What follows belongs to an exercise in optimizing a design on an open flow for small area, a short achievable clock period and few clock cycles; a production flow would make more cautious choices. At most, simulation tests tie the RTL to the original design; equivalence was not proved. Function not checked in runs 2 to 8: the RTL went through the layout flow alone. Power is estimated from default activity; no workload was simulated.

### flow/run.sh
#!/bin/bash
# synth_recipe.tcl (not shown) runs the flow's synth.tcl, then flattens the netlist and writes it again
# the make line also repeats each setting of config.mk as NAME=value (left out here)
make -C /OpenROAD-flow-scripts/flow DESIGN_CONFIG=/design/flow/config.mk WORK_HOME=/design/flow/orfs CLKGATE_MAP_FILE= SYNTH_SCRIPT=/design/flow/synth_recipe.tcl finish
### flow/constraint.sdc
create_clock -name core_clock -period 5.0 [get_ports {clk}]
set_input_delay 1.0000 -clock core_clock [delete_from_list [all_inputs] [get_ports {clk}]]
set_output_delay 1.0000 -clock core_clock [all_outputs]
set_load 0.01 [all_outputs]
### flow/config.mk
export PLATFORM = sky130hd
export DESIGN_NAME = tinyalu
export DESIGN_NICKNAME = tinyalu
export VERILOG_FILES = /design/flow/design.v
export SDC_FILE = /design/flow/constraint.sdc
export NUM_CORES = 4
export LEC_CHECK = 0
export CAP_MARGIN = 20
export CORE_MARGIN = 2
export CORE_UTILIZATION = 40
export PLACE_DENSITY = 0.6
export SLEW_MARGIN = 20
### flow/design.v
module single_cycle (
    input  wire  [7:0] A,
    input  wire  [7:0] B,
    input  wire        clk,
    input  wire  [2:0] op,
    input  wire        reset_n,
    input  wire        start,
    output wire        done_aax,
    output reg  [15:0] result_aax
);
  reg done_aax_int;
  always @(posedge clk) begin
    if (reset_n == 1'b0) begin
      result_aax <= 16'h0000;
    end else begin
      if (start == 1'b1) begin
        case (op)
          3'b001: result_aax <= {8'h00, A} + {8'h00, B};
          3'b010: result_aax <= {8'h00, A} & {8'h00, B};
          3'b011: result_aax <= {8'h00, A} ^ {8'h00, B};
          default: ;
        endcase
      end
    end
  end
  always @(posedge clk or negedge reset_n) begin
    if (reset_n == 1'b0) begin
      done_aax_int <= 1'b0;
    end else begin
      if ((start == 1'b1) && (op != 3'b000) && (done_aax_int == 1'b0) && (reset_n == 1'b1))
        done_aax_int <= 1'b1;
      else
        done_aax_int <= 1'b0;
    end
  end
  assign done_aax = done_aax_int;
endmodule
module three_cycle (
    input  wire  [7:0] A,
    input  wire  [7:0] B,
    input  wire        clk,
    input  wire        reset_n,
    input  wire        start,
    output wire        done_mult,
    output reg  [15:0] result_mult
);
  reg [7:0]  a_int, b_int;     
  reg [15:0] mult1, mult2;     
  reg        done3, done2, done1, done_mult_int;   
  always @(posedge clk or negedge reset_n) begin
    if (reset_n == 1'b0) begin   
      done_mult_int <= 1'b0;
      done3         <= 1'b0;
      done2         <= 1'b0;
      done1         <= 1'b0;
      a_int         <= 8'h00;
      b_int         <= 8'h00;
      mult1         <= 16'h0000;
      mult2         <= 16'h0000;
      result_mult   <= 16'h0000;
    end else begin
      a_int         <= A;
      b_int         <= B;
      mult1         <= a_int * b_int;
      mult2         <= mult1;
      result_mult   <= mult2;
      done3         <= start & (~done_mult_int);
      done2         <= done3 & (~done_mult_int);
      done1         <= done2 & (~done_mult_int);
      done_mult_int <= done1 & (~done_mult_int);
    end
  end
  assign done_mult = done_mult_int;
endmodule
module tinyalu (
    input  wire  [7:0] A,
    input  wire  [7:0] B,
    input  wire        clk,
    input  wire  [2:0] op,
    input  wire        reset_n,
    input  wire        start,
    output wire        done,
    output wire [15:0] result
);
  wire        done_aax;
  wire        done_mult;
  wire [15:0] result_aax;
  wire [15:0] result_mult;
  wire        start_single;   
  wire        start_mult;     
  assign start_single = op[2] ? 1'b0  : start;
  assign start_mult   = op[2] ? start : 1'b0;
  assign result = op[2] ? result_mult : result_aax;
  assign done = op[2] ? done_mult : done_aax;
  single_cycle add_and_xor (
      .A          (A),
      .B          (B),
      .clk        (clk),
      .op         (op),
      .reset_n    (reset_n),
      .start      (start_single),
      .done_aax   (done_aax),
      .result_aax (result_aax)
  );
  three_cycle mult (
      .A           (A),
      .B           (B),
      .clk         (clk),
      .reset_n     (reset_n),
      .start       (start_mult),
      .done_mult   (done_mult),
      .result_mult (result_mult)
  );
endmodule
==> flow_metrics.env, run 1 <==
export IMPL_status="finished clean"
export IMPL_ys_warn_count=2
export IMPL_ys_seq_area_share_pct=39.6
export IMPL_start_kind="register"
export IMPL_synthArstFlopShare_pct=88.5
export IMPL_timing_final_crit_share_pct=84.5
export IMPL_nNetsFinal=577
export IMPL_gp_congestion=0.809
export IMPL_initial_core_util_pct=40.6
export IMPL_reg2reg_depth=13
export IMPL_clock_latency_ns=0.33
export IMPL_core_region_area_sq_um=11900
export IMPL_clk_path_buf_depth=2
export IMPL_wl_per_cell_um=14.8
export IMPL_dp_hpwl_mm=7.32
export IMPL_hold_violations=0
export IMPL_peakVddDrop_mv=0.163
export IMPL_synth_edf_count=0
export IMPL_post_drt_via_cell_ratio=4.96
export IMPL_hold_class="register to register"
export IMPL_vias=3106
export IMPL_cts_hold_buf=0
export IMPL_ys_flop_type="dfrtp_1"
export IMPL_ant_nets=0
export IMPL_netlist_instances=431
export IMPL_clock_sinks=78
export IMPL_ioPinCount=39
export IMPL_track_usage_pct=15.5
export IMPL_grt_pass1_vias=3117
export IMPL_hp_start="mult.mult2[2]$_DFF_PN0_"
export IMPL_setup_tns_ns=0
export IMPL_grt_first_pass_wirelength_mm=15.6
export IMPL_clockRootBuffer="clkbuf_16"
export IMPL_area_delta_synth_final_pct=17.1
export IMPL_fin_worst_skew_ns=0.00791
export IMPL_fp_dieW_um=114
export IMPL_clkTransAtPathRegs_ns=0.06
export IMPL_die_h_um=114
export IMPL_reg2reg_from="mult.b_int[4]$_DFF_PN0_"
export IMPL_syn_area_sq_um=4820
export IMPL_leakage_nw=2.71
export IMPL_setup_viol=0
export IMPL_dr_pass1_iters=4
export IMPL_hold_path_endpoint="mult.result_mult[2]$_DFF_PN0_"
export IMPL_die_area_sq_um=12900
export IMPL_first_iter_violations=186
export IMPL_rows=40
export IMPL_maxCapViolations=0
export IMPL_cts_buffers=9
export IMPL_hold_depth=0
export IMPL_cp_data_arrival_time_ns=4.47
export IMPL_max_freq_ghz=0.237
export IMPL_worstMarginPinSlew_ns=0.795
export IMPL_port_buffer_count=38
export IMPL_p_total_mw=2.30
export IMPL_crit_required_ns=5.25
export IMPL_p_per_area_nw_per_um2=408
export IMPL_ys_seq_elements=78
export IMPL_avgSynthCellArea_sq_um=11.2
export IMPL_cp_max_fo=8
export IMPL_finalWirelength_mm=9.25
export IMPL_cts_setup_buffers=0
export IMPL_grt_overflow=0
export IMPL_htreeDepth=3
export IMPL_r2r_end="mult.mult1[12]$_DFF_PN0_"
export IMPL_n_antenna_cell=0
export IMPL_worstSetupEndpointType="register"
export IMPL_path_class="register to register"
export IMPL_drive_gt1_share_pct=7.31
export IMPL_rsz0062_at_grt="false"
export IMPL_slew_headroom_pct=46.8
export IMPL_cts_tree="built"
export IMPL_ys_types=45
export IMPL_drv_slew=0
export IMPL_drc=0
export IMPL_ff2ff_setup_slack_ns=0.77
export IMPL_grt_max_degree=46
export IMPL_synth_nets=534
export IMPL_finalWorstPathRequiredPeriod_ns=4.23
export IMPL_cts_resized=0
export IMPL_antenna_found_initial=0
==> cell usage in the layout, fill, tap and decap left out, types with 5 or more instances in the layout <==
cell | synthesis | final
a21o_1 | 7 | 7
dfrtp_1 | 69 | 69
xnor2_1 | 10 | 10
o211ai_1 | 6 | 6
nand3_1 | 5 | 5
clkdlybuf4s50_1 | 0 | 37
clkbuf_16 | 0 | 9
nor2b_1 | 6 | 6
ha_1 | 44 | 44
a21oi_1 | 18 | 18
nand2_1 | 30 | 30
nor2_1 | 7 | 7
fa_1 | 37 | 37
and2_1 | 55 | 55
dfxtp_1 | 9 | 9
mux2_2 | 10 | 10
o21ai_0 | 10 | 10
inv_1 | 55 | 55
==> layer usage <==
metal | global-route usage, % | share of wire [%] | vias to the layer above
met2 | 25.7 | 51 | 57
met3 | 2.98 | 3.0 | 10
li1 | - | - | 1503
met5 | 0 | 0 | -
met1 | 20.9 | 44 | 1536
met4 | 4.39 | 1.5 | 0
==> worst max path at each step <==
stage,startpoint,end,cells past startpoint
after global routing,mult.b_int[4]$_DFF_PN0_,mult.mult1[12]$_DFF_PN0_,13
after global placement,mult.b_int[4]$_DFF_PN0_,mult.mult1[14]$_DFF_PN0_,13
after floorplan,mult.a_int[2]$_DFF_PN0_,mult.mult1[12]$_DFF_PN0_,13
after CTS,mult.b_int[4]$_DFF_PN0_,mult.mult1[12]$_DFF_PN0_,13
final,mult.b_int[4]$_DFF_PN0_,mult.mult1[12]$_DFF_PN0_,13
after detailed placement,mult.b_int[4]$_DFF_PN0_,mult.mult1[12]$_DFF_PN0_,13
==> registers in the layout (all words and copies together) (netlist names) <==
name / flops
mult.result_mult: 16
mult.done3: 1
mult.b_int: 8
mult.mult1: 16
add_and_xor.result_aax: 9
mult.done1: 1
add_and_xor.done_aax_int: 1
mult.done2: 1
mult.done_mult_int: 1
mult.a_int: 8
mult.mult2: 16
==> area by class of cell <==
cell class              instances  area (sq um)
well taps                     147           184
fillers                      1095          6220
clock buffers                  10           229
flip-flops and latches         78          1910
inverters                      55           206
repair buffers                 39           385
multi-input cells             291          2670
clock inverters                 6          61.3
==> through the flow <==
step / worst slack [ns] / utilization, % / area, sq um / hold WS (ns) / instances
2_1_floorplan: 1.05 / - / 4820 / 0.331 / 431
3_3_place_gp: 0.870 / 45.1 / 5350 / 0.332 / 610
3_5_place_dp: 0.789 / 45.1 / 5350 / 0.335 / 610
4_1_cts: 0.774 / 47.6 / 5640 / 0.347 / 626
5_1_grt: 0.544 / 47.6 / 5640 / 0.354 / 626
6_report: 0.774 / 47.6 / 5640 / 0.345 / 626
==> worst max-delay path: stages (launching register included) <==
cell,delay [ns]
dfrtp_1,0.47
and2_1,0.22
fa_1,0.57
fa_1,0.45
fa_1,0.54
inv_1,0.05
fa_1,0.52
inv_1,0.04
ha_1,0.37
a21oi_1,0.24
a21boi_0,0.17
a21o_1,0.20
a21oi_1,0.16
xnor2_1,0.14
==> logic make-up (layout without fill, tap and decap cells) <==
logic type / Yosys count / in the layout / synth area share [%]
mux: 12 / 12 / 2.75
simple gates: 112 / 112 / 12.5
flops: 78 / 78 / 39.6
fa+ha+maj: 81 / 81 / 26.8
buf+inv: 62 / 110 / 5.06
xor+xnor: 13 / 13 / 2.36
compound gates: 73 / 73 / 11.0
==> where the power goes <==
group | internal, mW | switching (mW)
registers | 0.802 | 0.0604
clock network | 0.385 | 0.241
logic | 0.387 | 0.426
==> Yosys cell counts, drive strengths merged, types with 2 or more instances <==
library cell / count / area share, %
dfrtp: 69 / 36
and2: 56 / 7.3
inv: 55 / 4.3
ha: 44 / 11
fa: 37 / 15
nand2: 30 / 2.3
a21oi: 18 / 1.9
mux2: 10 / 2.3
o21ai: 10 / 1.0
xnor2: 10 / 1.8
a21o: 9 / 1.6
dfxtp: 9 / 3.7
nor2: 8 / 0.68
nor2b: 6 / 0.78
o211ai: 6 / 0.93
nand3: 5 / 0.52
a31oi: 4 / 0.52
buf: 4 / 0.55
nand2b: 4 / 0.52
o21a: 4 / 0.62
a211oi: 3 / 0.57
clkbuf: 3 / 0.23
o31ai: 3 / 0.47
xor2: 3 / 0.55
a21boi: 2 / 0.31
mux2i: 2 / 0.42
nor3: 2 / 0.21
o211a: 2 / 0.42
o21bai: 2 / 0.31
o221ai: 2 / 0.36
Testbench counts, summed over its fixed seeds: cycles 32,959.
==> inputs of run 2 (changes only) <==
==> flow/design.v (replaced) <==
module tinyalu (
    input  wire  [7:0] A,
    input  wire  [7:0] B,
    input  wire        clk,
    input  wire  [2:0] op,
    input  wire        reset_n,
    input  wire        start,
    output wire        done,
    output wire [15:0] result
);
  reg [15:0] acc;
  reg [1:0]  cnt;      
  reg        done_r;
  wire idle = (cnt == 2'd0);
  wire [7:0] h  = idle ? (op[2] ? 8'h00 : B) : acc[15:8];
  wire [1:0] mb = idle ? (op[2] ? B[1:0] : 2'b01) : acc[1:0];
  wire [9:0] s  = {2'b00, h} + {2'b00, A & {8{mb[0]}}} + {1'b0, A & {8{mb[1]}}, 1'b0};
  wire [5:0] lo = idle ? B[7:2] : acc[7:2];
  always @(posedge clk) begin
    if (!idle || op[2])
      acc <= {s, lo};
    else if (!op[1])
      acc <= {7'h00, s[8:0]};
    else if (op[0])
      acc <= {8'h00, A ^ B};
    else
      acc <= {8'h00, A & B};
  end
  always @(posedge clk or negedge reset_n) begin
    if (!reset_n) begin
      cnt    <= 2'd0;
      done_r <= 1'b0;
    end else if (!idle) begin
      cnt    <= cnt - 2'd1;
      done_r <= (cnt == 2'd1);
    end else begin
      cnt    <= (start && op[2] && !done_r) ? 2'd3 : 2'd0;
      done_r <= start && !op[2] && (op[1:0] != 2'b00) && !done_r;
    end
  end
  assign done   = done_r;
  assign result = acc;
endmodule
--- a/flow/config.mk
+++ b/flow/config.mk
@@ -10,3 +10,4 @@
 export CORE_UTILIZATION = 40
 export PLACE_DENSITY = 0.6
+export SETUP_SLACK_MARGIN = 2.5
 export SLEW_MARGIN = 20
==> flow_metrics.env, run 2 <==
export IMPL_netlist_instances=204
export IMPL_die_area_sq_um=4740
export IMPL_core_region_area_sq_um=4030
export IMPL_worstSetupEndpointType="register"
export IMPL_avgSynthCellArea_sq_um=8.24
export IMPL_post_place_ws_ns=0.804
export IMPL_crit_required_ns=5.21
export IMPL_final_cell_mix="clkdlybuf4s50_1, nand2_1, nor2_1, dfxtp_1, buf_4"
export IMPL_track_usage_pct=24.0
export IMPL_start_kind="input pin"
export IMPL_clock_latency_ns=0.26
export IMPL_synth_top_area_share_pct=19.0
export IMPL_synth_edf_count=0
export IMPL_cp_slowest_stage_delay_ns=0.54
export IMPL_fin_worst_skew_ns=0.00152
export IMPL_ys_warn_count=1
export IMPL_ioPinCount=39
export IMPL_cts_hold_buf=0
export IMPL_finalWorstPathRequiredPeriod_ns=3.40
export IMPL_p_per_area_nw_per_um2=791
export IMPL_initial_core_util_pct=41.7
export IMPL_nNetsFinal=306
export IMPL_clockRootBuffer="clkbuf_8"
export IMPL_final_core_util_pct=66.2
export IMPL_drc=0
export IMPL_ys_flop_type="dfxtp_1"
export IMPL_clock_sinks=19
export IMPL_n_antenna_cell=0
export IMPL_finalWirelength_mm=5.36
export IMPL_clk_path_buf_depth=2
export IMPL_hold_class="register to register"
export IMPL_reg_top3="acc x16, cnt x2, done_r x1"
export IMPL_layout_commonest_cell="clkdlybuf4s50_1"
export IMPL_cts_tree="built"
export IMPL_largest_reg_flops=16
export IMPL_ys_seq_area_share_pct=23.5
export IMPL_synth_largest_area_cell="dfxtp_1"
export IMPL_synth_nets=251
export IMPL_gp_congestion=0.825
export IMPL_maxCapViolations=0
export IMPL_wl_met2_mm=2.78
export IMPL_slew_headroom_pct=46.0
export IMPL_cp_max_fo=6
export IMPL_die_h_um=68.8
export IMPL_hold_violations=0
export IMPL_cp_top_family="adder cells"
export IMPL_setup_tns_ns=0
export IMPL_synth_area_leaders="dfxtp_1, ha_1, fa_1"
export IMPL_rows=23
export IMPL_worstMarginPinSlew_ns=0.808
export IMPL_met3_length_um=342
export IMPL_crit_chain="buf_8, buf_6, nand2_4, o21ai_4, buf_4, nand2_1, fa_1, inv_2, ha_4, a211oi_4, buf_4, or4b_4, a21oi_2, o22a_2"
export IMPL_top_layer="met4"
export IMPL_syn_area_sq_um=1680
export IMPL_timing_final_crit_share_pct=68.0
export IMPL_wirelength_met1_mm=2.15
export IMPL_ant_nets=0
export IMPL_grt_first_pass_wirelength_mm=8.31
export IMPL_dp_hpwl_mm=3.71
export IMPL_ys_seq_elements=19
export IMPL_area_delta_synth_final_pct=58.7
export IMPL_post_drt_via_cell_ratio=5.58
export IMPL_grt_max_degree=23
export IMPL_fp_dieW_um=68.8
export IMPL_grt_overflow=0
export IMPL_status="finished clean"
export IMPL_path_class="input pin to register"
export IMPL_grt_pass1_vias=1736
export IMPL_drive_gt1_share_pct=33.7
export IMPL_dr_pass1_iters=4
export IMPL_crit_buf_inv=5
export IMPL_p_total_mw=2.11
export IMPL_crit_slowest_cell="fa_1"
export IMPL_cp_data_arrival_time_ns=3.61
export IMPL_cp_common_cell="buf_4"
export IMPL_htreeDepth=1
export IMPL_largest_register="acc"
export IMPL_leakage_nw=1.16
export IMPL_max_freq_ghz=0.294
export IMPL_clkTransAtPathRegs_ns=0.08
export IMPL_vias=1720
export IMPL_peakVddDrop_mv=0.523
export IMPL_fillers=319
export IMPL_first_iter_violations=107
export IMPL_cts_buffers=3
export IMPL_rsz0062_at_grt="true"
export IMPL_yosysMostFrequentCell="nand2_1"
export IMPL_worst_slack_ns=1.60
export IMPL_wl_per_cell_um=17.4
export IMPL_antenna_found_initial=0
export IMPL_ys_types=40
export IMPL_synthArstFlopShare_pct=15.8
export IMPL_port_buffer_count=38
export IMPL_synth_commonest_cells="nand2_1, a21oi_1, nor2_1, ha_1, dfxtp_1"
export IMPL_drv_slew=0
export IMPL_setup_viol=0
run 2: cell types whose count changed after synthesis, sizes merged, moves of 8 or more:
| cell | change |
|---|---|
| and2 | -52 |
| xnor2 | -8 |
| fa | -29 |
| dfrtp | -66 |
| inv | -42 |
| ha | -27 |
| nor2 | +11 |
| mux2 | -9 |
run 2: area by class of cell:
| type | count | area, sq um | area share [%] |
|---|---|---|---|
| multi-input cells | 162 | 1540 | 57.5 |
| flip-flops and latches | 19 | 395 | 14.8 |
| inverters | 13 | 48.8 | 1.83 |
| repair buffers | 60 | 581 | 21.8 |
| well taps | 50 | 62.6 | 2.34 |
| clock inverters | 1 | 5.00 | 0.188 |
| clock buffers | 3 | 41.3 | 1.55 |
run 2: what timing repair did:
| action | in CTS | in global routing |
|---|---|---|
| buffers inserted | 15 | 5 |
| gates resized for setup | 70 | 18 |
| endpoints found under the setup margin | 16 | 15 |
| pin swaps | 33 | 23 |
run 2: cells by family (layout without fill, tap and decap cells):
family | count (synthesis) | count (layout) | synth area share [%]
buf+inv | 23 | 77 | 5.95
compound gates | 56 | 56 | 21.8
fa+ha+maj | 25 | 25 | 22.2
mux | 10 | 10 | 6.03
xor+xnor | 3 | 3 | 1.56
simple gates | 68 | 68 | 19.0
flops | 19 | 19 | 23.5
run 2: worst register-to-register path: cells and delay by family (launching register included):
| kind | cells | cell delay [ns] |
|---|---|---|
| buffers and inverters | 3 | 0.44 |
| flip-flops | 1 | 0.42 |
| AO/OA/AOI/OAI | 4 | 0.48 |
| adder cells (fa/ha/maj) | 2 | 0.85 |
| AND/OR/NAND/NOR | 3 | 1.13 |
run 2: metrics by stage:
step | instances | area, sq um | hold slack [ns]
after CTS | 303 | 2550 | 0.453
after global routing | 308 | 2670 | 0.482
final | 308 | 2670 | 0.449
after floorplan | 204 | 1830 | 0.451
after detailed placement | 284 | 2210 | 0.440
after global placement | 284 | 2210 | 0.434
run 2: path summary, 6_finish.rpt:
check,startpoint,endpoint,slack (ns),cells after the start
worst max-delay path,op[2],acc[7]$_DFF_P_,1.60,14
max in group asynchronous,reset_n,cnt[0]$_DFF_PN0_,3.96,1
min in group asynchronous,reset_n,cnt[1]$_DFF_PN0_,0.90,1
worst max register to register,cnt[1]$_DFF_PN0_,acc[7]$_DFF_P_,1.64,12
worst min-delay path,acc[3]$_DFF_P_,acc[1]$_DFF_P_,0.45,2
worst min register to register,acc[3]$_DFF_P_,acc[1]$_DFF_P_,0.45,2
run 2: report_power, final:
part	total, mW	internal, mW	leakage (nW)	switching (mW)
Clock	0.118	0.0557	0.0255	0.0619
Combinational	1.72	0.870	0.966	0.853
Sequential	0.270	0.229	0.173	0.0408
Total	2.11	1.15	1.16	0.956
run 2: layer usage:
layer,track usage [%],vias up
met3,3.25,10
met1,29.3,826
met2,43.8,66
met4,7.11,0
met5,0,-
li1,-,818
==> inputs of run 3 (changes only) <==
--- a/flow/design.v
+++ b/flow/design.v
@@ -13,11 +13,14 @@
   reg        done_r;
   wire idle = (cnt == 2'd0);
-  wire [7:0] h  = idle ? (op[2] ? 8'h00 : B) : acc[15:8];
-  wire [1:0] mb = idle ? (op[2] ? B[1:0] : 2'b01) : acc[1:0];
-  wire [9:0] s  = {2'b00, h} + {2'b00, A & {8{mb[0]}}} + {1'b0, A & {8{mb[1]}}, 1'b0};
-  wire [5:0] lo = idle ? B[7:2] : acc[7:2];
+  wire [1:0]  m   = idle ? (op[2] ? B[1:0] : 2'b01) : acc[1:0];
+  wire [9:0]  p01 = {2'b00, A & {8{m[0]}}} + {1'b0, A & {8{m[1]}}, 1'b0};
+  wire [9:0]  p23 = {2'b00, A & {8{B[2]}}} + {1'b0, A & {8{B[3]}}, 1'b0};
+  wire [11:0] x   = idle ? (op[2] ? {p23, 2'b00} : {4'h0, B}) : {4'h0, acc[15:8]};
+  wire [11:0] s   = x + {2'b00, p01};
   always @(posedge clk) begin
-    if (!idle || op[2])
-      acc <= {s, lo};
+    if (!idle)
+      acc <= {s[9:0], acc[7:2]};
+    else if (op[2])
+      acc <= {s, B[7:4]};
     else if (!op[1])
       acc <= {7'h00, s[8:0]};
@@ -35,5 +38,5 @@
       done_r <= (cnt == 2'd1);
     end else begin
-      cnt    <= (start && op[2] && !done_r) ? 2'd3 : 2'd0;
+      cnt    <= (start && op[2] && !done_r) ? 2'd2 : 2'd0;
       done_r <= start && !op[2] && (op[1:0] != 2'b00) && !done_r;
     end
==> flow_metrics.env, run 3 <==
export IMPL_largest_register="acc"
export IMPL_share_comb_of_total_power_pct=77.0
export IMPL_sw_frac_of_total_pct=43.6
export IMPL_die_area_sq_um=6050
export IMPL_crit_required_ns=5.20
export IMPL_max_freq_ghz=0.239
export IMPL_avgSynthCellArea_sq_um=7.86
export IMPL_fin_worst_skew_ns=0.0103
export IMPL_final_area_sq_um=3390
export IMPL_cts_tree="built"
export IMPL_clkTransAtPathRegs_ns=0.08
export IMPL_clk_path_buf_depth=2
export IMPL_p_clk_share_pct=7.0
export IMPL_n_antenna_cell=0
export IMPL_crit_buf_inv=3
export IMPL_worst_slack_ns=0.808
export IMPL_cp_slowest_stage_delay_ns=0.50
export IMPL_ioPinCount=39
export IMPL_cp_data_arrival_time_ns=4.40
export IMPL_crit_chain="buf_8, and2_4, ha_4, fa_2, a21o_4, a21oi_4, xnor2_1, mux2i_1, nor2_1, a21oi_2, fa_1, inv_2, ha_4, buf_4, nor2_1, a21oi_2, nand2_2, xor2_4, o31a_1, a21oi_2"
export IMPL_netlist_instances=277
export IMPL_p_per_area_nw_per_um2=468
export IMPL_clock_latency_ns=0.26
export IMPL_hold_ws_ns=0.450
export IMPL_dp_hpwl_mm=5.07
export IMPL_htreeDepth=1
export IMPL_worstSetupEndpointType="register"
export IMPL_cp_common_cell="a21oi_2"
export IMPL_ant_nets=0
export IMPL_ys_seq_elements=19
export IMPL_wl_per_cell_um=17.5
export IMPL_ff2ff_setup_slack_ns=1.49
export IMPL_core_region_area_sq_um=5170
export IMPL_largest_reg_flops=16
export IMPL_final_core_util_pct=65.5
export IMPL_die_h_um=77.8
export IMPL_p_total_mw=1.58
export IMPL_setup_viol=0
export IMPL_syn_area_sq_um=2180
export IMPL_synth_area_leaders="ha_1, dfxtp_1, fa_1"
export IMPL_post_drt_via_cell_ratio=5.48
export IMPL_fp_dieW_um=77.8
export IMPL_ys_warn_count=1
export IMPL_hold_class="register to register"
export IMPL_first_iter_violations=180
export IMPL_peakVddDrop_mv=0.421
export IMPL_gp_congestion=0.882
export IMPL_worstMarginPinSlew_ns=0.591
export IMPL_reg_top3="acc x16, cnt x2, done_r x1"
export IMPL_ys_seq_area_share_pct=18.2
export IMPL_hp_start="acc[5]$_DFF_P_"
export IMPL_finalWirelength_mm=7.27
export IMPL_path_class="input pin to register"
export IMPL_r2r_end="acc[7]$_DFF_P_"
export IMPL_hold_violations=0
export IMPL_fillers=412
export IMPL_clockRootBuffer="clkbuf_8"
export IMPL_area_delta_synth_final_pct=55.5
export IMPL_layout_commonest_cell="buf_4"
export IMPL_rows=26
export IMPL_multi_input_area_sq_um=2070
export IMPL_cts_buffers=3
export IMPL_maxCapViolations=0
export IMPL_grt_first_pass_wirelength_mm=11.4
export IMPL_grt_overflow=0
export IMPL_rsz0062_at_grt="true"
export IMPL_p_int_mw=0.893
export IMPL_port_buffer_count=38
export IMPL_p_switching_mw=0.691
export IMPL_synth_nets=334
export IMPL_initial_core_util_pct=42.1
export IMPL_leakage_nw=1.44
export IMPL_drv_slew=0
export IMPL_track_usage_pct=24.1
export IMPL_synth_top_area_share_pct=14.9
export IMPL_synth_commonest_cells="nand2_1, a21oi_1, ha_1, nor2_1, inv_1"
export IMPL_antenna_found_initial=0
export IMPL_ys_flop_type="dfxtp_1"
export IMPL_post_dp_cell_area_sq_um=2790
export IMPL_synth_edf_count=0
export IMPL_synthArstFlopShare_pct=15.8
export IMPL_cp_max_fo=3
export IMPL_synth_largest_area_cell="ha_1"
export IMPL_grt_pass1_vias=2317
export IMPL_slew_headroom_pct=60.5
export IMPL_reg2reg_depth=16
export IMPL_drc=0
export IMPL_drive_gt1_share_pct=35.0
export IMPL_seqPwrFrac_pct=16.0
export IMPL_crit_slowest_cell="fa_1"
export IMPL_cp_top_family="adder cells"
export IMPL_timing_final_crit_share_pct=83.8
export IMPL_start_kind="input pin"
export IMPL_hold_depth=2
export IMPL_hold_path_endpoint="acc[3]$_DFF_P_"
export IMPL_grt_max_degree=19
export IMPL_final_cell_mix="buf_4, clkdlybuf4s50_1, nand2_1, nor2_1"
export IMPL_status="finished clean"
export IMPL_ys_types=44
export IMPL_dr_pass1_iters=4
export IMPL_yosysMostFrequentCell="nand2_1"
export IMPL_post_place_ws_ns=-0.106
export IMPL_vias=2281
export IMPL_finalWorstPathRequiredPeriod_ns=4.19
export IMPL_reg2reg_from="cnt[0]$_DFF_PN0_"
export IMPL_nNetsFinal=404
export IMPL_clock_sinks=19
export IMPL_seq_area_sq_um=397
-- run 3: cell count changes in the layout (fill, tap and decap cells not counted), moves of 6 or more --
cell / change
and2_1: +9
buf_4: +19
dlygate4sd2_1: -8
ha_1: +6
nor2_1: +6
-- run 3: logic make-up (layout without fill, tap and decap cells) --
family | Yosys count | in the layout | synth area share, %
compound gates | 87 | 87 | 25.7
simple gates | 84 | 85 | 18.2
fa+ha+maj | 35 | 35 | 23.2
buf+inv | 30 | 98 | 5.17
flops | 19 | 19 | 18.2
xor+xnor | 11 | 11 | 4.42
mux | 11 | 11 | 5.17
-- run 3: worst max path at each step --
stage | start | endpoint | slack (ns) | cells past startpoint
floorplan | A[0] | acc[14]$_DFF_P_ | 0.89 | 18
global placement | B[2] | acc[8]$_DFF_P_ | -0.10 | 19
detailed placement | B[2] | acc[8]$_DFF_P_ | -0.11 | 19
CTS | B[2] | acc[14]$_DFF_P_ | 0.78 | 19
global route | A[0] | acc[8]$_DFF_P_ | 0.69 | 20
finish | A[0] | acc[8]$_DFF_P_ | 0.81 | 20
-- run 3: repair_timing --
action / in CTS / in global routing
resized for setup: 88 / 30
hold endpoints to repair: 0 / 0
cloned: 1 / 0
hold buffers: 0 / 0
buffers inserted: 17 / 12
endpoints found under the setup margin: 16 / 15
pin swaps: 39 / 28
-- run 3: metal layers --
layer,global-route usage (%),wire (um),up-vias
li1,-,-,1115
met1,34.0,3480,1093
met2,39.0,3350,65
met3,2.91,337,8
met4,6.07,93,0
met5,0,0,-
-- run 3: power groups by stage --
stage	Combinational [mW]	Sequential, mW	Clock [mW]
2_1_floorplan	0.558	0.272	0
3_3_place_gp	0.866	0.252	0
3_5_place_dp	0.870	0.252	0
4_1_cts	1.08	0.250	0.112
5_1_grt	1.30	0.261	0.125
6_report	1.22	0.253	0.111
-- run 3: area by class of cell --
class / count / area share [%]
well taps: 70 / 2.58
repair buffers: 74 / 20.5
flip-flops and latches: 19 / 11.7
clock buffers: 3 / 1.22
clock inverters: 1 / 0.148
inverters: 20 / 2.66
multi-input cells: 229 / 61.2
-- run 3: per-stage QoR --
| stage | instances | TNS [ns] |
|---|---|---|
| global placement | 382 | -0.133 |
| finish | 416 | 0 |
| floorplan | 277 | 0 |
| CTS | 404 | 0 |
| detailed placement | 382 | -0.141 |
| global route | 416 | 0 |
-- run 3: tightest hold or removal path, cell delays in order (launching register included) --
cell and delay (ns):
dfxtp_1 0.32, nand2_1 0.05, o21ai_1 0.05
==> inputs of run 4 (changes only) <==
==> flow/design.v (replaced) <==
module tinyalu (
    input  wire  [7:0] A,
    input  wire  [7:0] B,
    input  wire        clk,
    input  wire  [2:0] op,
    input  wire        reset_n,
    input  wire        start,
    output wire        done,
    output wire [15:0] result
);
  reg [15:0] acc;
  reg [2:0]  cnt;      
  reg        done_r;
  wire idle = (cnt == 3'd0);
  wire [7:0] x = !idle ? acc[15:8] :
                 op[2] ? {1'b0, A[7:1] & {7{B[0]}}} : B;
  wire       m = !idle ? acc[0] : (op[2] ? B[1] : 1'b1);
  wire [8:0] s = {1'b0, x} + {1'b0, A & {8{m}}};
  always @(posedge clk) begin
    if (!idle)
      acc <= {s, acc[7:1]};
    else if (op[2])
      acc <= {s, A[0] & B[0], B[7:2]};
    else if (!op[1])
      acc <= {7'h00, s};
    else if (op[0])
      acc <= {8'h00, A ^ B};
    else
      acc <= {8'h00, A & B};
  end
  always @(posedge clk or negedge reset_n) begin
    if (!reset_n) begin
      cnt    <= 3'd0;
      done_r <= 1'b0;
    end else if (!idle) begin
      cnt    <= cnt - 3'd1;
      done_r <= (cnt == 3'd1);
    end else begin
      cnt    <= (start && op[2] && !done_r) ? 3'd6 : 3'd0;
      done_r <= start && !op[2] && (op[1:0] != 2'b00) && !done_r;
    end
  end
  assign done   = done_r;
  assign result = acc;
endmodule
--- a/flow/config.mk
+++ b/flow/config.mk
@@ -10,4 +10,3 @@
 export CORE_UTILIZATION = 40
 export PLACE_DENSITY = 0.6
-export SETUP_SLACK_MARGIN = 2.5
 export SLEW_MARGIN = 20
==> flow_metrics.env, run 4 <==
export IMPL_clockRootBuffer="clkbuf_8"
export IMPL_fin_worst_skew_ns=0.00229
export IMPL_synthArstFlopShare_pct=20.0
export IMPL_setup_tns_ns=0
export IMPL_drc=0
export IMPL_p_total_mw=1.16
export IMPL_initial_core_util_pct=42.3
export IMPL_cts_resized=0
export IMPL_cp_data_arrival_time_ns=3.94
export IMPL_gp_congestion=0.881
export IMPL_dr_pass1_iters=4
export IMPL_grt_first_pass_wirelength_mm=7.05
export IMPL_htreeDepth=1
export IMPL_crit_required_ns=5.14
export IMPL_grt_max_degree=36
export IMPL_worstMarginPinSlew_ns=0.815
export IMPL_vias=1511
export IMPL_area_delta_synth_final_pct=28.7
export IMPL_finalWirelength_mm=4.32
export IMPL_ys_seq_elements=20
export IMPL_post_drt_via_cell_ratio=5.49
export IMPL_rows=22
export IMPL_netlist_instances=193
export IMPL_largest_register="acc"
export IMPL_finalWorstPathRequiredPeriod_ns=3.80
export IMPL_fp_dieW_um=67.0
export IMPL_maxCapViolations=0
export IMPL_seqPwrFrac_pct=25.0
export IMPL_cts_setup_buffers=0
export IMPL_final_cell_mix="clkdlybuf4s50_1, o21ai_0, nand2_1, ha_1"
export IMPL_cts_hold_buf=0
export IMPL_dp_hpwl_mm=3.23
export IMPL_hold_violations=0
export IMPL_synth_area_leaders="dfxtp_1, ha_1, dfrtp_1"
export IMPL_leakage_nw=0.911
export IMPL_reg_top3="acc x16, cnt x3, done_r x1"
export IMPL_grt_overflow=0
export IMPL_yosysMostFrequentCell="o21ai_0"
export IMPL_clkTransAtPathRegs_ns=0.08
export IMPL_antenna_found_initial=0
export IMPL_clk_path_buf_depth=2
export IMPL_start_kind="input pin"
export IMPL_die_area_sq_um=4480
export IMPL_peakVddDrop_mv=0.268
export IMPL_cp_slowest_stage_delay_ns=0.63
export IMPL_wl_per_cell_um=15.7
export IMPL_rsz0062_at_grt="false"
export IMPL_clock_sinks=20
export IMPL_cts_buffers=3
export IMPL_worst_slack_ns=1.20
export IMPL_drv_slew=0
export IMPL_ys_types=39
export IMPL_p_switching_mw=0.499
export IMPL_p_int_mw=0.657
export IMPL_first_iter_violations=122
export IMPL_timing_final_crit_share_pct=76.0
export IMPL_ys_seq_area_share_pct=26.5
export IMPL_nNetsFinal=270
export IMPL_worstSetupEndpointType="register"
export IMPL_syn_area_sq_um=1590
export IMPL_share_comb_of_total_power_pct=65.3
export IMPL_setup_viol=0
export IMPL_cts_tree="built"
export IMPL_path_class="input pin to register"
export IMPL_synth_largest_area_cell="dfxtp_1"
export IMPL_synth_nets=235
export IMPL_cp_max_fo=8
export IMPL_post_dp_cell_area_sq_um=2000
export IMPL_p_per_area_nw_per_um2=567
export IMPL_core_region_area_sq_um=3740
export IMPL_ioPinCount=39
export IMPL_grt_pass1_vias=1449
export IMPL_port_buffer_count=38
export IMPL_drive_gt1_share_pct=4.85
export IMPL_n_antenna_cell=0
export IMPL_die_h_um=67.0
export IMPL_ant_nets=0
export IMPL_largest_reg_flops=16
export IMPL_post_place_ws_ns=0.964
export IMPL_crit_slowest_cell="clkdlybuf4s50_1"
export IMPL_slew_headroom_pct=45.5
export IMPL_p_clk_share_pct=9.8
export IMPL_cp_common_cell="a21oi_1"
export IMPL_final_area_sq_um=2040
export IMPL_avgSynthCellArea_sq_um=8.21
export IMPL_synth_commonest_cells="o21ai_0, ha_1, nand2_1, a21oi_1, dfxtp_1"
export IMPL_sw_frac_of_total_pct=43.2
export IMPL_layout_commonest_cell="clkdlybuf4s50_1"
export IMPL_synth_edf_count=0
export IMPL_ys_warn_count=1
export IMPL_track_usage_pct=20.9
export IMPL_crit_chain="clkdlybuf4s50_1, a21oi_1, a21oi_1, nand2b_1, inv_1, ha_1, a21o_1, o21a_2, o41ai_4, mux2i_1, nand3_1"
export IMPL_ys_flop_type="dfxtp_1"
export IMPL_status="finished clean"
export IMPL_hold_class="register to register"
export IMPL_synth_top_area_share_pct=20.2
export IMPL_max_freq_ghz=0.263
export IMPL_clock_latency_ns=0.26
-- run 4: power groups by stage --
stage	registers [mW]	logic, mW	clock network [mW]
floorplan	0.315	0.464	0
global placement	0.289	0.743	0
detailed placement	0.293	0.748	0
CTS	0.290	0.753	0.116
global route	0.301	0.840	0.123
finish	0.289	0.755	0.113
-- run 4: through the flow --
step	hold WS (ns)	utilization, %	cells
6_report	0.462	54.5	275
3_5_place_dp	0.447	53.3	271
2_1_floorplan	0.436	-	193
5_1_grt	0.491	54.5	275
4_1_cts	0.473	54.5	275
3_3_place_gp	0.437	53.3	271
-- run 4: path summary, 6_finish.rpt --
kind	startpoint	endpoint	slack, ns	depth (start not counted)
hold / removal	acc[3]$_DFF_P_	acc[2]$_DFF_P_	0.46	1
min in group asynchronous	reset_n	cnt[2]$_DFF_PN0_	0.94	1
setup / recovery	op[2]	acc[7]$_DFF_P_	1.20	11
hold reg to reg	acc[3]$_DFF_P_	acc[2]$_DFF_P_	0.46	1
max in group asynchronous	reset_n	cnt[1]$_DFF_PN0_	3.89	1
setup reg to reg	cnt[0]$_DFF_PN0_	acc[7]$_DFF_P_	1.74	13
-- run 4: critical path: cells and delay by family --
| kind | cells | cell delay [ns] |
|---|---|---|
| compound gates | 5 | 1.42 |
| fa+ha+maj | 1 | 0.27 |
| buf+inv | 2 | 0.69 |
| mux | 1 | 0.23 |
| simple gates | 2 | 0.32 |
-- run 4: area by class of cell --
type	count	area (sq um)
fillers	376	1700
well taps	48	60.1
flip-flops and latches	20	420
inverters	8	30.0
clock buffers	4	45.0
repair buffers	40	395
multi-input cells	155	1090
-- run 4: cells by family after synthesis --
group | share of synthesized area, %
simple gates | 18.5
flops | 26.5
xor+xnor | 3.31
compound gates | 24.1
buf+inv | 4.74
mux | 6.63
fa+ha+maj | 16.3
-- run 4: routing by layer --
metal	share of wire, %	global-route usage (%)	vias to the layer above	wire (um)
met5	0	0	-	0
li1	-	-	752	-
met3	6.6	2.53	4	286
met4	0.83	6.38	0	36
met1	46	29.0	701	2010
met2	46	33.8	54	1990
==> inputs of run 5 (changes only) <==
--- a/flow/config.mk
+++ b/flow/config.mk
@@ -10,3 +10,4 @@
 export CORE_UTILIZATION = 40
 export PLACE_DENSITY = 0.6
+export SETUP_SLACK_MARGIN = 2.5
 export SLEW_MARGIN = 20
==> flow_metrics.env, run 5 <==
export IMPL_clock_latency_ns=0.27
export IMPL_setup_tns_ns=0
export IMPL_post_drt_via_cell_ratio=5.73
export IMPL_grt_max_degree=21
export IMPL_synth_edf_count=0
export IMPL_crit_required_ns=5.15
export IMPL_p_switching_mw=0.624
export IMPL_grt_util_met2_pct=39.6
export IMPL_use_met3_pct=3.38
export IMPL_cts_hold_buf=0
export IMPL_rsz0062_at_grt="true"
export IMPL_synth_commonest_cells="o21ai_0, ha_1, nand2_1, a21oi_1, dfxtp_1"
export IMPL_nNetsFinal=293
export IMPL_area_delta_synth_final_pct=51.7
export IMPL_avgSynthCellArea_sq_um=8.21
export IMPL_worstMarginPinSlew_ns=0.855
export IMPL_drv_slew=0
export IMPL_start_kind="input pin"
export IMPL_post_dp_cell_area_sq_um=2050
export IMPL_initial_core_util_pct=42.3
export IMPL_die_area_sq_um=4480
export IMPL_track_usage_pct=24.2
export IMPL_maxCapViolations=0
export IMPL_rows=22
export IMPL_cts_tree="built"
export IMPL_ys_flop_type="dfxtp_1"
export IMPL_ys_warn_count=1
export IMPL_synthArstFlopShare_pct=20.0
export IMPL_synth_area_leaders="dfxtp_1, ha_1, dfrtp_1"
export IMPL_finalWorstPathRequiredPeriod_ns=2.74
export IMPL_status="finished clean"
export IMPL_ff2ff_setup_slack_ns=2.39
export IMPL_grt_pass1_vias=1663
export IMPL_dp_cells=270
export IMPL_clkTransAtPathRegs_ns=0.08
export IMPL_syn_area_sq_um=1590
export IMPL_p_per_area_nw_per_um2=610
export IMPL_clockRootBuffer="clkbuf_8"
export IMPL_dr_pass1_iters=4
export IMPL_path_class="input pin to register"
export IMPL_gp_congestion=0.823
export IMPL_synth_largest_area_cell="dfxtp_1"
export IMPL_die_h_um=67.0
export IMPL_met1_usage_pct=31.9
export IMPL_grt_overflow=0
export IMPL_hold_ws_ns=0.457
export IMPL_timing_final_crit_share_pct=54.8
export IMPL_core_region_area_sq_um=3740
export IMPL_sw_frac_of_total_pct=42.5
export IMPL_dp_hpwl_mm=3.22
export IMPL_cp_slowest_stage_delay_ns=0.35
export IMPL_synth_nets=235
export IMPL_final_cell_mix="clkdlybuf4s50_1, buf_4, nand2_1, ha_1, dfxtp_1"
export IMPL_layout_commonest_cell="clkdlybuf4s50_1"
export IMPL_seqPwrFrac_pct=20.1
export IMPL_share_comb_of_total_power_pct=72.2
export IMPL_cp_data_arrival_time_ns=2.89
export IMPL_ioPinCount=39
export IMPL_p_clk_share_pct=7.7
export IMPL_ant_nets=0
export IMPL_ys_seq_elements=20
export IMPL_hold_violations=0
export IMPL_largest_register="acc"
export IMPL_peakVddDrop_mv=0.259
export IMPL_busiest_layer="met2"
export IMPL_grt_first_pass_wirelength_mm=8.13
export IMPL_htreeDepth=1
export IMPL_instances_no_fill=298
export IMPL_cts_buffers=3
export IMPL_first_iter_violations=76
export IMPL_final_area_sq_um=2400
export IMPL_fp_dieW_um=67.0
export IMPL_finalWirelength_mm=5.15
export IMPL_yosysMostFrequentCell="o21ai_0"
export IMPL_n_antenna_cell=0
export IMPL_netlist_instances=193
export IMPL_fillers=337
export IMPL_max_freq_ghz=0.365
export IMPL_drive_gt1_share_pct=26.8
export IMPL_hold_class="register to register"
export IMPL_setup_viol=0
export IMPL_p_int_mw=0.843
export IMPL_vias=1708
export IMPL_ys_types=39
export IMPL_slew_headroom_pct=42.8
export IMPL_reg_top3="acc x16, cnt x3, done_r x1"
export IMPL_crit_slowest_cell="ha_1"
export IMPL_crit_chain="buf_12, and2_4, buf_6, a22oi_2, o21ai_1, ha_1, a21o_4, o41ai_4, mux2i_1, nand3_1"
export IMPL_cp_max_fo=5
export IMPL_fin_worst_skew_ns=0.00506
export IMPL_final_core_util_pct=64.2
export IMPL_leakage_nw=1.09
export IMPL_drc=0
export IMPL_port_buffer_count=38
export IMPL_wl_per_cell_um=17.3
export IMPL_clk_path_buf_depth=2
export IMPL_synth_top_area_share_pct=20.2
export IMPL_antenna_found_initial=0
export IMPL_clock_sinks=20
export IMPL_worstSetupEndpointType="register"
export IMPL_ys_seq_area_share_pct=26.5
export IMPL_largest_reg_flops=16
[run 5: cell counts after synthesis]
Identical to the previous run, type by type.
[run 5: per-layer routing]
layer  vias up  share of wire [%]
met3        11                6.1
met5         -                  0
met4         0                2.3
li1        804                  -
met2        66                 48
met1       827                 44
[run 5: repair_timing]
| action | 4_1_cts | 5_1_grt |
|---|---|---|
| pin swaps | 22 | 10 |
| setup endpoints to repair | 16 | 13 |
| gates cloned | 2 | 0 |
| setup buffers | 17 | 5 |
| resized for setup | 51 | 15 |
[run 5: worst paths after layout]
path | end | from | depth (start not counted)
min in group asynchronous | done_r$_DFF_PN0_ | reset_n | 1
worst min-delay path | acc[2]$_DFF_P_ | acc[3]$_DFF_P_ | 1
worst max register to register | acc[2]$_DFF_P_ | cnt[0]$_DFF_PN0_ | 16
max in group asynchronous | cnt[0]$_DFF_PN0_ | reset_n | 1
worst max-delay path | acc[7]$_DFF_P_ | op[2] | 10
worst min register to register | acc[2]$_DFF_P_ | acc[3]$_DFF_P_ | 1
[run 5: through the flow]
stage          setup WS [ns]  power (mW)
4_1_cts                 2.27        1.38
3_3_place_gp            1.22        1.07
3_5_place_dp            1.15        1.08
2_1_floorplan           2.06       0.827
5_1_grt                 2.20        1.58
6_report                2.26        1.47
[run 5: logic make-up (layout without fill, tap and decap cells)]
kind of cell	count (synthesis)	count (layout)	share of synthesized area, %
buffers and inverters	18	73	4.74
multiplexers	10	10	6.63
XOR/XNOR	6	6	3.31
adder cells (fa/ha/maj)	20	20	16.3
AND/OR/NAND/NOR	59	61	18.5
flip-flops	20	20	26.5
AO/OA/AOI/OAI	60	60	24.1
[run 5: layout make-up]
| type | count | area [sq um] | share of cell area (%) |
|---|---|---|---|
| Multi-Input combinational cell | 157 | 1260 | 52.6 |
| Sequential cell | 20 | 420 | 17.5 |
| Timing Repair Buffer | 61 | 564 | 23.5 |
| Inverter | 8 | 50.0 | 2.08 |
| Clock buffer | 4 | 45.0 | 1.87 |
| Tap cell | 48 | 60.1 | 2.50 |
[run 5: critical path, delay by kind of cell]
kind / cells / cell delay [ns]
AOI/OAI and AO/OA: 4 / 0.85
muxes: 1 / 0.23
buffers and inverters: 2 / 0.24
adders and majority gates: 1 / 0.35
and+or+nand+nor: 2 / 0.22
[run 5: power groups by stage]
stage,Combinational (mW),Sequential [mW],Clock [mW]
after floorplan,0.510,0.318,0
final,1.06,0.295,0.113
after detailed placement,0.789,0.294,0
after CTS,0.970,0.294,0.117
after global routing,1.15,0.305,0.124
after global placement,0.783,0.290,0
==> inputs of run 6 (changes only) <==
==> flow/flow/run.sh (new file) <==
#!/bin/bash
# Layout flow: the standard ORFS flow, with plain buffers on the ports
# instead of the delay cells buffer_ports picks by default.
set -euo pipefail
export BUFFER_PORTS_ARGS="-buffer_cell sky130_fd_sc_hd__buf_1"
bash standard.sh finish > run_standard.log 2>&1
==> flow/standard.sh (new file) <==
#!/bin/bash
# synth_recipe.tcl (not shown) runs the flow's synth.tcl, then flattens the netlist and writes it again
# the make line also repeats each setting of config.mk as NAME=value (left out here)
make -C /OpenROAD-flow-scripts/flow DESIGN_CONFIG=/design/flow/config.mk WORK_HOME=/design/flow/orfs CLKGATE_MAP_FILE= SYNTH_SCRIPT=/design/flow/synth_recipe.tcl "${@:-finish}"
removed: flow/run.sh
==> flow_metrics.env, run 6 <==
export IMPL_clkTransAtPathRegs_ns=0.09
export IMPL_slew_headroom_pct=46.0
export IMPL_die_area_sq_um=4480
export IMPL_track_usage_pct=22.0
export IMPL_ioPinCount=39
export IMPL_status="finished clean"
export IMPL_vias=1592
export IMPL_synth_area_leaders="dfxtp_1, ha_1, dfrtp_1"
export IMPL_maxCapViolations=0
export IMPL_clock_latency_ns=0.27
export IMPL_hold_class="register to register"
export IMPL_setup_tns_ns=0
export IMPL_area_delta_synth_final_pct=32.4
export IMPL_worstMarginPinSlew_ns=0.807
export IMPL_post_place_ws_ns=1.65
export IMPL_fp_dieW_um=67.0
export IMPL_start_kind="input pin"
export IMPL_drive_gt1_share_pct=20.2
export IMPL_first_iter_violations=75
export IMPL_leakage_nw=0.947
export IMPL_initial_core_util_pct=42.3
export IMPL_peakVddDrop_mv=0.289
export IMPL_grt_max_degree=21
export IMPL_p_int_mw=0.731
export IMPL_synth_edf_count=0
export IMPL_cts_tree="built"
export IMPL_ant_nets=0
export IMPL_ys_seq_elements=20
export IMPL_dp_hpwl_mm=3.11
export IMPL_p_per_area_nw_per_um2=621
export IMPL_ys_warn_count=1
export IMPL_sw_frac_of_total_pct=44.0
export IMPL_avgSynthCellArea_sq_um=8.21
export IMPL_synth_nets=235
export IMPL_drv_slew=0
export IMPL_hold_violations=0
export IMPL_synth_top_area_share_pct=20.2
export IMPL_synth_commonest_cells="o21ai_0, ha_1, nand2_1, a21oi_1, dfxtp_1"
export IMPL_timing_final_crit_share_pct=55.3
export IMPL_core_region_area_sq_um=3740
export IMPL_finalWirelength_mm=4.66
export IMPL_antenna_found_initial=0
export IMPL_reg_top3="acc x16, cnt x3, done_r x1"
export IMPL_rsz0062_at_grt="true"
export IMPL_p_clk_share_pct=12.9
export IMPL_path_class="input pin to register"
export IMPL_cp_data_arrival_time_ns=2.91
export IMPL_rows=22
export IMPL_crit_slowest_cell="o41ai_4"
export IMPL_clockRootBuffer="clkbuf_8"
export IMPL_netlist_instances=193
export IMPL_ys_seq_area_share_pct=26.5
export IMPL_largest_reg_flops=16
export IMPL_drc=0
export IMPL_crit_chain="buf_6, buf_8, and2_4, a22oi_2, o21a_1, inv_1, ha_1, a21o_1, o21a_2, o41ai_4, mux2i_1, nand3_1"
export IMPL_cp_slowest_stage_delay_ns=0.27
export IMPL_wl_per_cell_um=16.1
export IMPL_setup_viol=0
export IMPL_port_buffer_count=38
export IMPL_final_cell_mix="buf_1, nand2_1, ha_1, dfxtp_1, a21oi_1"
export IMPL_yosysMostFrequentCell="o21ai_0"
export IMPL_grt_first_pass_wirelength_mm=7.38
export IMPL_cts_hold_buf=0
export IMPL_die_h_um=67.0
export IMPL_worstSetupEndpointType="register"
export IMPL_cp_max_fo=5
export IMPL_post_drt_via_cell_ratio=5.49
export IMPL_synthArstFlopShare_pct=20.0
export IMPL_clock_sinks=20
export IMPL_ys_types=39
export IMPL_share_comb_of_total_power_pct=64.9
export IMPL_largest_register="acc"
export IMPL_syn_area_sq_um=1590
export IMPL_htreeDepth=1
export IMPL_grt_overflow=0
export IMPL_cts_buffers=3
export IMPL_p_switching_mw=0.573
export IMPL_clk_path_buf_depth=2
export IMPL_finalWorstPathRequiredPeriod_ns=2.77
export IMPL_grt_pass1_vias=1506
export IMPL_layout_commonest_cell="buf_1"
export IMPL_synth_largest_area_cell="dfxtp_1"
export IMPL_max_freq_ghz=0.362
export IMPL_crit_required_ns=5.14
export IMPL_nNetsFinal=285
export IMPL_seqPwrFrac_pct=22.3
export IMPL_fin_worst_skew_ns=0.00820
export IMPL_n_antenna_cell=0
export IMPL_dr_pass1_iters=4
export IMPL_worst_slack_ns=2.23
export IMPL_gp_congestion=0.852
export IMPL_ys_flop_type="dfxtp_1"
[run 6: critical path: cells and delay by family]
kind / cells / cell delay [ns]
muxes: 1 / 0.22
adders and majority gates: 1 / 0.26
AOI/OAI and AO/OA: 5 / 0.92
and+or+nand+nor: 2 / 0.24
buffers and inverters: 3 / 0.28
[run 6: layout make-up]
class,instances,area (sq um)
Sequential cell,20,420
Multi-Input combinational cell,157,1220
Clock buffer,3,41.3
Tap cell,48,60.1
Fill cell,382,1640
Inverter,8,50.0
Timing Repair Buffer,53,274
Clock inverter,1,30.0
[run 6: power groups by stage]
stage               clock [mW]  sequential, mW  combinational, mW
global placement             0           0.291              0.696
detailed placement           0           0.291              0.695
global route             0.180           0.301              0.940
CTS                      0.172           0.291              0.787
floorplan                    0           0.318              0.510
finish                   0.168           0.290              0.846
[run 6: cell families (layout without fill, tap and decap cells)]
group | after synthesis | count (layout) | share of synthesized area [%]
xor gates and xnor gates | 6 | 6 | 3.31
and+or+nand+nor | 59 | 61 | 18.5
buffers and inverters | 18 | 65 | 4.74
adders and majority gates | 20 | 20 | 16.3
muxes | 10 | 10 | 6.63
AOI/OAI and AO/OA | 60 | 60 | 24.1
DFF | 20 | 20 | 26.5
[run 6: metal layers]
layer / global-route usage [%] / share of wire, %
met2: 34.5 / 45
met4: 3.57 / 0.84
met1: 30.9 / 47
met5: 0 / 0
met3: 5.07 / 7.2
[run 6: metrics by stage]
| step | power [mW] | hold WS [ns] | utilization (%) | instance area (sq um) | cells |
|---|---|---|---|---|---|
| finish | 1.30 | 0.453 | 56.1 | 2100 | 290 |
| detailed placement | 0.986 | 0.441 | 48.3 | 1810 | 270 |
| CTS | 1.25 | 0.461 | 53.8 | 2020 | 283 |
| global placement | 0.987 | 0.436 | 48.3 | 1810 | 270 |
| floorplan | 0.827 | 0.444 | - | 1670 | 193 |
| global route | 1.42 | 0.473 | 56.1 | 2100 | 290 |
[run 6: path summary, 6_finish.rpt]
path | start | cells after the start | slack (ns) | endpoint
max | op[2] | 12 | 2.23 | acc[7]$_DFF_P_
min | acc[2]$_DFF_P_ | 2 | 0.45 | acc[1]$_DFF_P_
max reg2reg | cnt[0]$_DFF_PN0_ | 13 | 2.35 | acc[7]$_DFF_P_
min reg2reg | acc[2]$_DFF_P_ | 2 | 0.45 | acc[1]$_DFF_P_
max in group asynchronous | reset_n | 1 | 4.25 | cnt[0]$_DFF_PN0_
min in group asynchronous | reset_n | 1 | 0.55 | cnt[2]$_DFF_PN0_
[run 6: repair_timing]
action,4_1_cts,5_1_grt
setup buffers,6,7
pin swaps,13,7
setup endpoints to repair,15,14
endpoints found under the hold margin,0,0
cloned,3,0
resized for setup,15,6
==> inputs of run 7 (changes only) <==
--- a/flow/config.mk
+++ b/flow/config.mk
@@ -10,4 +10,3 @@
 export CORE_UTILIZATION = 40
 export PLACE_DENSITY = 0.6
-export SETUP_SLACK_MARGIN = 2.5
 export SLEW_MARGIN = 20
==> flow_metrics.env, run 7 <==
export IMPL_status="finished clean"
export IMPL_die_area_sq_um=4480
export IMPL_synth_largest_area_cell="dfxtp_1"
export IMPL_worstSetupEndpointType="register"
export IMPL_largest_register="acc"
export IMPL_ioPinCount=39
export IMPL_clkTransAtPathRegs_ns=0.09
export IMPL_share_comb_of_total_power_pct=59.0
export IMPL_post_drt_via_cell_ratio=5.44
export IMPL_drive_gt1_share_pct=5.29
export IMPL_reg2reg_depth=14
export IMPL_p_int_mw=0.618
export IMPL_hold_path_endpoint="acc[2]$_DFF_P_"
export IMPL_cp_data_arrival_time_ns=3.57
export IMPL_leakage_nw=0.823
export IMPL_ys_seq_elements=20
export IMPL_cp_slowest_stage_delay_ns=0.51
export IMPL_seqPwrFrac_pct=26.0
export IMPL_drv_slew=0
export IMPL_nNetsFinal=270
export IMPL_met3_length_um=221
export IMPL_cts_hold_buf=0
export IMPL_ys_flop_type="dfxtp_1"
export IMPL_antenna_found_initial=0
export IMPL_instances_no_fill=275
export IMPL_ys_seq_area_share_pct=26.5
export IMPL_ff2ff_setup_slack_ns=1.57
export IMPL_reg_top3="acc x16, cnt x3, done_r x1"
export IMPL_worstMarginPinSlew_ns=0.853
export IMPL_peakVddDrop_mv=0.238
export IMPL_hp_start="acc[3]$_DFF_P_"
export IMPL_p_per_area_nw_per_um2=606
export IMPL_reg2reg_from="cnt[0]$_DFF_PN0_"
export IMPL_first_iter_violations=97
export IMPL_timing_final_crit_share_pct=68.5
export IMPL_dp_cells=271
export IMPL_crit_chain="inv_1, ha_1, nand2b_1, buf_4, a21oi_1, a21oi_1, nand2b_1, inv_1, ha_1, a21o_1, o21a_2, o41ai_4, mux2i_1, nand3_1"
export IMPL_cp_top_family="compound AO/OA/AOI/OAI gates"
export IMPL_max_freq_ghz=0.292
export IMPL_p_clk_share_pct=15.1
export IMPL_netlist_instances=193
export IMPL_clock_sinks=20
export IMPL_drc=0
export IMPL_r2r_end="acc[7]$_DFF_P_"
export IMPL_ant_nets=0
export IMPL_finalWorstPathRequiredPeriod_ns=3.43
export IMPL_setup_tns_ns=0
export IMPL_hold_class="register to register"
export IMPL_gp_congestion=0.886
export IMPL_wl_per_cell_um=14.9
export IMPL_wirelength_met1_mm=2.14
export IMPL_wl_met2_mm=1.70
export IMPL_n_antenna_cell=0
export IMPL_crit_required_ns=5.15
export IMPL_largest_reg_flops=16
export IMPL_rsz0062_at_grt="false"
export IMPL_path_class="register to register"
export IMPL_start_kind="register"
export IMPL_fillers=411
export IMPL_crit_slowest_cell="a21oi_1"
export IMPL_synth_top_area_share_pct=20.2
export IMPL_dr_pass1_iters=4
export IMPL_setup_viol=0
export IMPL_fp_dieW_um=67.0
export IMPL_area_delta_synth_final_pct=15.4
export IMPL_cts_buffers=3
export IMPL_port_buffer_count=38
export IMPL_finalWirelength_mm=4.09
export IMPL_ys_types=39
export IMPL_synth_area_leaders="dfxtp_1, ha_1, dfrtp_1"
export IMPL_dp_hpwl_mm=3.09
export IMPL_grt_max_degree=41
export IMPL_cts_tree="built"
export IMPL_layout_commonest_cell="buf_1"
export IMPL_vias=1496
export IMPL_hold_violations=0
export IMPL_cp_max_fo=40
export IMPL_htreeDepth=1
export IMPL_synth_nets=235
export IMPL_core_region_area_sq_um=3740
export IMPL_rows=22
export IMPL_clockRootBuffer="clkbuf_8"
export IMPL_cts_setup_buffers=0
export IMPL_yosysMostFrequentCell="o21ai_0"
export IMPL_crit_buf_inv=3
export IMPL_cts_resized=0
export IMPL_grt_pass1_vias=1411
export IMPL_avgSynthCellArea_sq_um=8.21
export IMPL_track_usage_pct=19.7
export IMPL_p_switching_mw=0.491
export IMPL_ys_warn_count=1
export IMPL_syn_area_sq_um=1590
export IMPL_sw_frac_of_total_pct=44.3
export IMPL_grt_first_pass_wirelength_mm=6.71
export IMPL_synthArstFlopShare_pct=20.0
export IMPL_fin_worst_skew_ns=0.00627
export IMPL_maxCapViolations=0
export IMPL_initial_core_util_pct=42.3
export IMPL_slew_headroom_pct=42.9
export IMPL_hold_ws_ns=0.460
export IMPL_hold_depth=1
export IMPL_top_layer="met4"
export IMPL_clk_path_buf_depth=2
export IMPL_die_h_um=67.0
export IMPL_synth_commonest_cells="o21ai_0, ha_1, nand2_1, a21oi_1, dfxtp_1"
export IMPL_grt_overflow=0
export IMPL_synth_edf_count=0
export IMPL_clock_latency_ns=0.26
export IMPL_final_cell_mix="buf_1, o21ai_0, nand2_1, ha_1"
## run 7: changes by cell type in the layout (fill, tap and decap cells not counted), moves of 3 or more
cell | previous run | this run
buf_2 | 3 | 0
buf_4 | 12 | 2
o21ai_1 | 7 | 0
buf_1 | 35 | 38
o21ai_0 | 12 | 20
## run 7: kinds of logic (layout without fill, tap and decap cells)
family	after synthesis	after routing	synth area share [%]
mux	10	10	6.63
buf+inv	18	52	4.74
fa+ha+maj	20	20	16.3
compound gates	60	60	24.1
flops	20	20	26.5
xor+xnor	6	6	3.31
simple gates	59	59	18.5
## run 7: how the worst max path moves through the flow
stage | startpoint | endpoint | slack, ns | cells after the start
finish | cnt[0]$_DFF_PN0_ | acc[7]$_DFF_P_ | 1.57 | 14
global route | cnt[0]$_DFF_PN0_ | acc[7]$_DFF_P_ | 1.27 | 14
CTS | cnt[0]$_DFF_PN0_ | acc[7]$_DFF_P_ | 1.57 | 14
detailed placement | op[2] | acc[7]$_DFF_P_ | 1.38 | 11
global placement | op[2] | acc[7]$_DFF_P_ | 1.42 | 11
floorplan | op[2] | acc[7]$_DFF_P_ | 1.85 | 11
## run 7: layout make-up
cell class | instances | area [sq um] | share of cell area [%]
repair buffers | 40 | 158 | 8.62
flip-flops and latches | 20 | 420 | 23.0
well taps | 48 | 60.1 | 3.28
multi-input cells | 155 | 1090 | 59.6
inverters | 8 | 30.0 | 1.64
clock buffers | 3 | 41.3 | 2.26
clock inverters | 1 | 30.0 | 1.64
## run 7: power groups by stage
stage               clock (mW)  combinational [mW]  sequential [mW]
detailed placement           0               0.649            0.292
CTS                      0.169               0.654            0.289
global route             0.178               0.739            0.297
floorplan                    0               0.464            0.315
global placement             0               0.657            0.290
finish                   0.167               0.654            0.288
## run 7: per-stage QoR
stage	area, sq um	power [mW]	setup slack (ns)	util [%]
after global routing	1830	1.21	1.27	48.9
final	1830	1.11	1.57	48.9
after global placement	1760	0.947	1.42	47.0
after detailed placement	1760	0.941	1.38	47.0
after CTS	1830	1.11	1.57	48.9
after floorplan	1590	0.779	1.85	-
## run 7: layer usage
layer	up-vias	global-route usage, %
met3	4	2.53
li1	756	-
met4	0	5.36
met1	694	30.3
met5	-	0
met2	42	28.2
==> inputs of run 8 (changes only) <==
--- a/flow/config.mk
+++ b/flow/config.mk
@@ -6,7 +6,9 @@
 export NUM_CORES = 4
 export LEC_CHECK = 0
+export ABC_CLOCK_PERIOD_IN_PS = 1500
 export CAP_MARGIN = 20
 export CORE_MARGIN = 2
 export CORE_UTILIZATION = 40
 export PLACE_DENSITY = 0.6
+export SETUP_SLACK_MARGIN = 2.5
 export SLEW_MARGIN = 20
==> flow_metrics.env, run 8 <==
export IMPL_synth_edf_count=0
export IMPL_clockRootBuffer="clkbuf_8"
export IMPL_cts_tree="built"
export IMPL_final_core_util_pct=56.1
export IMPL_cp_top_family="compound AO/OA/AOI/OAI gates"
export IMPL_p_per_area_nw_per_um2=621
export IMPL_ys_flop_type="dfxtp_1"
export IMPL_crit_chain="buf_6, buf_8, and2_4, a22oi_2, o21a_1, inv_1, ha_1, a21o_1, o21a_2, o41ai_4, mux2i_1, nand3_1"
export IMPL_grt_overflow=0
export IMPL_rows=22
export IMPL_ys_warn_count=1
export IMPL_cp_max_fo=5
export IMPL_drv_slew=0
export IMPL_htreeDepth=1
export IMPL_setup_tns_ns=0
export IMPL_synth_largest_area_cell="dfxtp_1"
export IMPL_vias=1592
export IMPL_cp_data_arrival_time_ns=2.91
export IMPL_ioPinCount=39
export IMPL_drive_gt1_share_pct=20.2
export IMPL_synthArstFlopShare_pct=20.0
export IMPL_first_iter_violations=75
export IMPL_gp_congestion=0.852
export IMPL_slew_headroom_pct=46.0
export IMPL_finalWirelength_mm=4.66
export IMPL_max_freq_ghz=0.362
export IMPL_ys_seq_elements=20
export IMPL_clkTransAtPathRegs_ns=0.09
export IMPL_hold_violations=0
export IMPL_clock_latency_ns=0.27
export IMPL_finalWorstPathRequiredPeriod_ns=2.77
export IMPL_ys_types=39
export IMPL_fin_worst_skew_ns=0.00820
export IMPL_synth_area_leaders="dfxtp_1, ha_1, dfrtp_1"
export IMPL_die_area_sq_um=4480
export IMPL_crit_slowest_cell="o41ai_4"
export IMPL_yosysMostFrequentCell="o21ai_0"
export IMPL_post_drt_via_cell_ratio=5.49
export IMPL_port_buffer_count=38
export IMPL_dr_pass1_iters=4
export IMPL_drc=0
export IMPL_hold_class="register to register"
export IMPL_grt_max_degree=21
export IMPL_grt_pass1_vias=1506
export IMPL_maxCapViolations=0
export IMPL_status="finished clean"
export IMPL_antenna_found_initial=0
export IMPL_avgSynthCellArea_sq_um=8.21
export IMPL_path_class="input pin to register"
export IMPL_setup_viol=0
export IMPL_reg_top3="acc x16, cnt x3, done_r x1"
export IMPL_wl_per_cell_um=16.1
export IMPL_syn_area_sq_um=1590
export IMPL_grt_first_pass_wirelength_mm=7.38
export IMPL_largest_register="acc"
export IMPL_core_region_area_sq_um=3740
export IMPL_die_h_um=67.0
export IMPL_worstSetupEndpointType="register"
export IMPL_peakVddDrop_mv=0.289
export IMPL_initial_core_util_pct=42.3
export IMPL_crit_buf_inv=3
export IMPL_netlist_instances=193
export IMPL_leakage_nw=0.947
export IMPL_dp_hpwl_mm=3.11
export IMPL_timing_final_crit_share_pct=55.3
export IMPL_cts_hold_buf=0
export IMPL_start_kind="input pin"
export IMPL_nNetsFinal=285
export IMPL_track_usage_pct=22.0
export IMPL_synth_nets=235
export IMPL_ant_nets=0
run 8: worst register-to-register path: stages, from the launching register on:
cell      delay, ns
dfrtp_1        0.39
inv_1          0.13
ha_4           0.19
nand2b_4       0.13
a21oi_4        0.16
a21oi_4        0.06
buf_4          0.14
nor2b_1        0.11
ha_1           0.29
o211a_1        0.22
o21a_2         0.13
o41ai_4        0.27
mux2i_1        0.22
nand3_1        0.08
run 8: timing repair:
item,4_1_cts,5_1_grt
resized for setup,15,6
cloned,3,0
setup endpoints to repair,15,14
pin swaps,13,7
setup buffers,6,7
run 8: logic make-up after synthesis:
kind of cell,Yosys count,share of synthesized area (%)
AND/OR/NAND/NOR,59,18.5
flip-flops,20,26.5
multiplexers,10,6.63
adder cells (fa/ha/maj),20,16.3
buffers and inverters,18,4.74
XOR/XNOR,6,3.31
AO/OA/AOI/OAI,60,24.1
run 8: cell type report:
cell class,instances,area (sq um)
Fill cell,382,1640
Multi-Input combinational cell,157,1220
Sequential cell,20,420
Timing Repair Buffer,53,274
Tap cell,48,60.1
Inverter,8,50.0
Clock buffer,3,41.3
Clock inverter,1,30.0
run 8: metal layers:
metal | vias up | global-route usage [%] | wire length [um]
li1 | 786 | - | -
met1 | 742 | 30.9 | 2180
met2 | 60 | 34.5 | 2100
met3 | 4 | 5.07 | 337
met4 | 0 | 3.57 | 39
met5 | - | 0 | 0
run 8: power by group:
group	internal [mW]	total [mW]	leakage [nW]	switching, mW
combinational	0.378	0.846	0.729	0.467
sequential	0.245	0.290	0.182	0.0451
clock	0.107	0.168	0.0357	0.0606
total	0.731	1.30	0.947	0.573
run 8: through the flow:
| stage | cell area, sq um | cells | setup slack (ns) | hold slack (ns) |
|---|---|---|---|---|
| after floorplan | 1670 | 193 | 2.06 | 0.444 |
| after global placement | 1810 | 270 | 1.70 | 0.436 |
| after detailed placement | 1810 | 270 | 1.65 | 0.441 |
| after CTS | 2020 | 283 | 2.15 | 0.461 |
| after global routing | 2100 | 290 | 2.12 | 0.473 |
| final | 2100 | 290 | 2.23 | 0.453 |
run 8: worst paths after layout:
check,startpoint,to,slack [ns],cells past startpoint
setup / recovery,op[2],acc[7]$_DFF_P_,2.23,12
hold / removal,acc[2]$_DFF_P_,acc[1]$_DFF_P_,0.45,2
setup reg to reg,cnt[0]$_DFF_PN0_,acc[7]$_DFF_P_,2.35,13
hold reg to reg,acc[2]$_DFF_P_,acc[1]$_DFF_P_,0.45,2
max in group asynchronous,reset_n,cnt[0]$_DFF_PN0_,4.25,1
min in group asynchronous,reset_n,cnt[2]$_DFF_PN0_,0.55,1

Check on run 8: ideal ports give 2.235 ns setup slack; a clkbuf_16 on the clock port and buf_2 on the inputs give 2.226 ns; moving port delays by the midpoint clock arrival (0.289 ns) as well gives 1.937 ns.
